Context: an optimization exercise on an open-source flow, tuned for small area and a short achievable clock period. The choices shown serve that exercise and are no tape-out recipe.
Function was checked by simulation only, so behaviour that the tests miss may differ from the original.
Power is estimated from default activity; no workload was simulated.

== v12 ==
// dataplane_top
module dataplane_top #(
    parameter DATA_WIDTH = 64
)(
    input  logic                    clk,
    input  logic                    rst_n,
    input  logic [31:0]             AWADDR,
    input  logic [ 2:0]             AWPROT,
    input  logic                    AWVALID,
    output logic                    AWREADY,
    input  logic [31:0]             WDATA,
    input  logic [ 3:0]             WSTRB,
    input  logic                    WVALID,
    output logic                    WREADY,
    input  logic                    BREADY,
    output logic                    BVALID,
    output logic [ 1:0]             BRESP,
    input  logic [31:0]             ARADDR,
    input  logic [ 2:0]             ARPROT,
    input  logic                    ARVALID,
    output logic                    ARREADY,
    input  logic                    RREADY,
    output logic                    RVALID,
    output logic [31:0]             RDATA,
    output logic [ 1:0]             RRESP,
    input  logic                    tvalid,
    input  logic [DATA_WIDTH-1:0]   tdata,
    input  logic [DATA_WIDTH/8-1:0] tkeep,
    input  logic                    tlast,
    output logic                    tready
);
Size: about 2800 cells after synthesis, ~830 flip-flops, roughly 0.035 mm² of cells after synthesis.
==> flow/config.mk <==
export PLATFORM = sky130hd
export DESIGN_NAME = dataplane_top
export DESIGN_NICKNAME = dataplane_top
export VERILOG_FILES = /design/flow/design.v
export SDC_FILE = /design/flow/constraint.sdc
export NUM_CORES = 4
export LEC_CHECK = 0
export CAP_MARGIN = 40
export CORE_MARGIN = 2
export CORE_UTILIZATION = 50
export SLEW_MARGIN = 60
==> flow/constraint.sdc <==
create_clock -name core_clock -period 15.0 [get_ports {clk}]
set_input_delay 3.0000 -clock core_clock [delete_from_list [all_inputs] [get_ports {clk}]]
set_output_delay 3.0000 -clock core_clock [all_outputs]
set_load 0.01 [all_outputs]
run.sh (not shown) runs the stock make flow with config.mk's settings and CLKGATE_MAP_FILE= SYNTH_SCRIPT=/design/flow/synth_recipe.tcl, a recipe that flattens the netlist after the stock synthesis.
### v12 -> v21
--- a/flow/design.v
+++ b/flow/design.v
@@ -178,50 +178,75 @@
     le = 1'b0;
     gt = 1'b0;
     for (int i = 0; i < 8; i++) begin
         if (i <= p[2:0]) le = le | lo[i];
         else             gt = gt | lo[i];
     end
     cov = v[p[2:0]] && (((hi == p[6:3]) && le) || ((hi + 4'd1 == p[6:3]) && gt));
 endfunction
 logic [7:0]  hs [0:13];
 logic [7:0]  dip_h [0:1];    
 logic [3:0]  ihl_s;
+logic [3:0]  lb_h;         
+logic        lb_par;
 logic [7:0]  proto_s;
 logic [15:0] udp_src_s, udp_dst_s, tcp_src_s, tcp_dst_s;
 wire  [31:0] sip_s = {hs[10], hs[11], hs[12], hs[13]};
 wire  [31:0] dip_s = {dip_h[0], dip_h[1], hs[8], hs[9]};
 wire [3:0] ihl_eff = (ihl_s >= 4'd5) ? ihl_s : 4'd5;
-wire [6:0] l4_base = 7'd14 + {1'b0, ihl_eff, 2'b00};
+wire [6:0] l4_in   = 7'd14 + {1'b0, ihl_eff, 2'b00};
+wire [3:0] dh      = ohi - lb_h;
+logic [7:0] ole, ogt;
+always_comb begin
+    for (int x = 0; x < 8; x++) begin
+        ole[x] = 1'b0;
+        ogt[x] = 1'b0;
+        for (int i = 0; i < 8; i++) begin
+            if (i <= x) ole[x] = ole[x] | olo[i];
+            else        ogt[x] = ogt[x] | olo[i];
+        end
+    end
+end
 wire       p6      = (proto_s == 8'd6);
 wire       p17     = (proto_s == 8'd17);
 always_ff @(posedge clk) begin
     if (rv) begin
         for (int p = 0; p < 8; p++)
             if (cov(7'(p), ohi, olo, sv)) hs[p] <= D[p];
         for (int p = 8; p < 14; p++)
             if (cov(7'(p), ohi, olo, sv) || cov((p < 10) ? 7'(p + 24) : 7'(p + 16), ohi, olo, sv))
                 hs[p] <= D[p % 8];
-        if (cov(7'd14, ohi, olo, sv)) ihl_s    <= D[6][3:0];
+        if (cov(7'd14, ohi, olo, sv)) ihl_s <= D[6][3:0];
         if (cov(7'd23, ohi, olo, sv)) proto_s  <= D[7];
         if (cov(7'd30, ohi, olo, sv)) dip_h[0] <= D[6];
         if (cov(7'd31, ohi, olo, sv)) dip_h[1] <= D[7];
     end
 end
+always_ff @(posedge clk or negedge rst_n) begin
+    if (!rst_n) begin
+        lb_h   <= 4'd4;
+        lb_par <= 1'b1;
+    end
+    else begin
+        lb_h   <= l4_in[6:3];
+        lb_par <= ihl_eff[0];
+    end
+end
 logic [7:0] l4b [0:3];
 logic [3:0] l4en;
 always_comb begin
-    for (int k = 0; k < 4; k++) begin
-        l4b[k]  = D[(6 + k + (ihl_eff[0] ? 4 : 0)) % 8];
-        l4en[k] = rv && cov(l4_base + 7'(k), ohi, olo, sv);
-    end
+    for (int k = 0; k < 4; k++) l4b[k] = lb_par ? D[2 + k] : D[(6 + k) % 8];
+    l4en[0] = rv && (lb_par ? (sv[2] && (((dh == 4'd0) && ole[2]) || ((dh == 4'd15) && ogt[2]))) : (sv[6] && (((dh == 4'd0) && ole[6]) || ((dh == 4'd15) && ogt[6]))));
+    l4en[1] = rv && (lb_par ? (sv[3] && (((dh == 4'd0) && ole[3]) || ((dh == 4'd15) && ogt[3]))) : (sv[7] && (((dh == 4'd0) && ole[7]) || ((dh == 4'd15) && ogt[7]))));
+    l4en[2] = rv && (lb_par ? (sv[4] && (((dh == 4'd0) && ole[4]) || ((dh == 4'd15) && ogt[4]))) : (sv[0] && (((dh == 4'd1) && ole[0]) || ((dh == 4'd0) && ogt[0]))));
+    l4en[3] = rv && (lb_par ? (sv[5] && (((dh == 4'd0) && ole[5]) || ((dh == 4'd15) && ogt[5]))) : (sv[1] && (((dh == 4'd1) && ole[1]) || ((dh == 4'd0) && ogt[1]))));
 end
 always_ff @(posedge clk or negedge rst_n) begin
     if (!rst_n) begin
         udp_src_s <= '0;
         udp_dst_s <= '0;
         tcp_src_s <= '0;
         tcp_dst_s <= '0;
     end
     else begin
         if (p6) begin
             if (l4en[0]) tcp_src_s[15:8] <= l4b[0];
@@ -243,25 +268,25 @@
     if (!rst_n) begin
         eth_rdy <= 1'b0;
         ip_now  <= 1'b0;
         l4_now  <= 1'b0;
         ip_rdy  <= 1'b0;
         l4_d    <= 1'b0;
         l4_rdy  <= 1'b0;
     end
     else begin
         if (rv) begin
             eth_rdy <= (eth_rdy & ~sop) | cov(7'd13, ohi, olo, sv);
-            ip_now  <= (ip_now & ~sop) | cov(l4_base - 7'd1, ohi, olo, sv);
-            l4_now  <= (l4_now & ~sop) | (p6 & cov(l4_base + 7'd19, ohi, olo, sv)) |
-                                         (p17 & cov(l4_base + 7'd7, ohi, olo, sv));
+            ip_now  <= (ip_now & ~sop) | (lb_par ? (sv[1] && (((dh == 4'd0) && ole[1]) || ((dh == 4'd15) && ogt[1]))) : (sv[5] && (((dh == 4'd0) && ole[5]) || ((dh == 4'd15) && ogt[5]))));
+            l4_now  <= (l4_now & ~sop) | (p6 & (lb_par ? (sv[5] && (((dh == 4'd2) && ole[5]) || ((dh == 4'd1) && ogt[5]))) : (sv[1] && (((dh == 4'd3) && ole[1]) || ((dh == 4'd2) && ogt[1]))))) |
+                                         (p17 & (lb_par ? (sv[1] && (((dh == 4'd1) && ole[1]) || ((dh == 4'd0) && ogt[1]))) : (sv[5] && (((dh == 4'd1) && ole[5]) || ((dh == 4'd0) && ogt[5])))));
         end
         ip_rdy <= ip_now;
         l4_d   <= l4_now;
         l4_rdy <= l4_d;
     end
 end
 logic ec, ic, uc, ks, is4, vfk;
 wire  gen = ec && is4 && ic && uc && !ks;
 always_ff @(posedge clk or negedge rst_n) begin
     if (!rst_n) begin
         ec  <= 1'b0;
[summary]
- Summary of v21 over v12: switching fraction of total power climbed 0.64 points, design internal power went up.
- Going from v12 to v21, combined global-route utilization of all metal layers grows by 0.83 points.
- In the reports for v12 and v21, the smaller sequential power belongs to v12.
- Across both runs, global-route wire length before repair was higher for v21 than for v12.
- Route | v21 vs v12 | wire longer in v21
- [v21] biggest cell delay along the critical path fell 60 ps relative to v12

-- afterwards: timing with drivers on the ports --
In the flow no input, the clock included, has a driving cell. The finished layouts below were timed again as built, in two steps. Step 1: set_driving_cell puts a clkbuf_16 on clk and a buf_2 on each other input, an assumption about the parent block. Step 2 moves the port delays by t, midway between the first and last clock arrival at a register: inputs arrive t later, outputs are due t later. That takes back most of the time a late clock gives input paths. Three values: ideal ports, drivers, drivers and shift; two values: the first two.
| run | t, ns | slack for setup (ns) | worst setup path at the end | worst slew at a driven data input, ns | pins driven straight from the clock port |
|---|---|---|---|---|---|
| v12 | 0.700 | 10.234 / 10.212 / 9.726 | input to register | 0.06 | 1 |
| v21 | 0.693 | 10.280 / 10.213 / 9.701 | input to register | 0.08 | 1 |
After both steps setup and hold are still met in every run listed. For v21, which loses most, drivers alone change the setup slack by -0.067 ns; drivers and shift together by -0.579 ns.
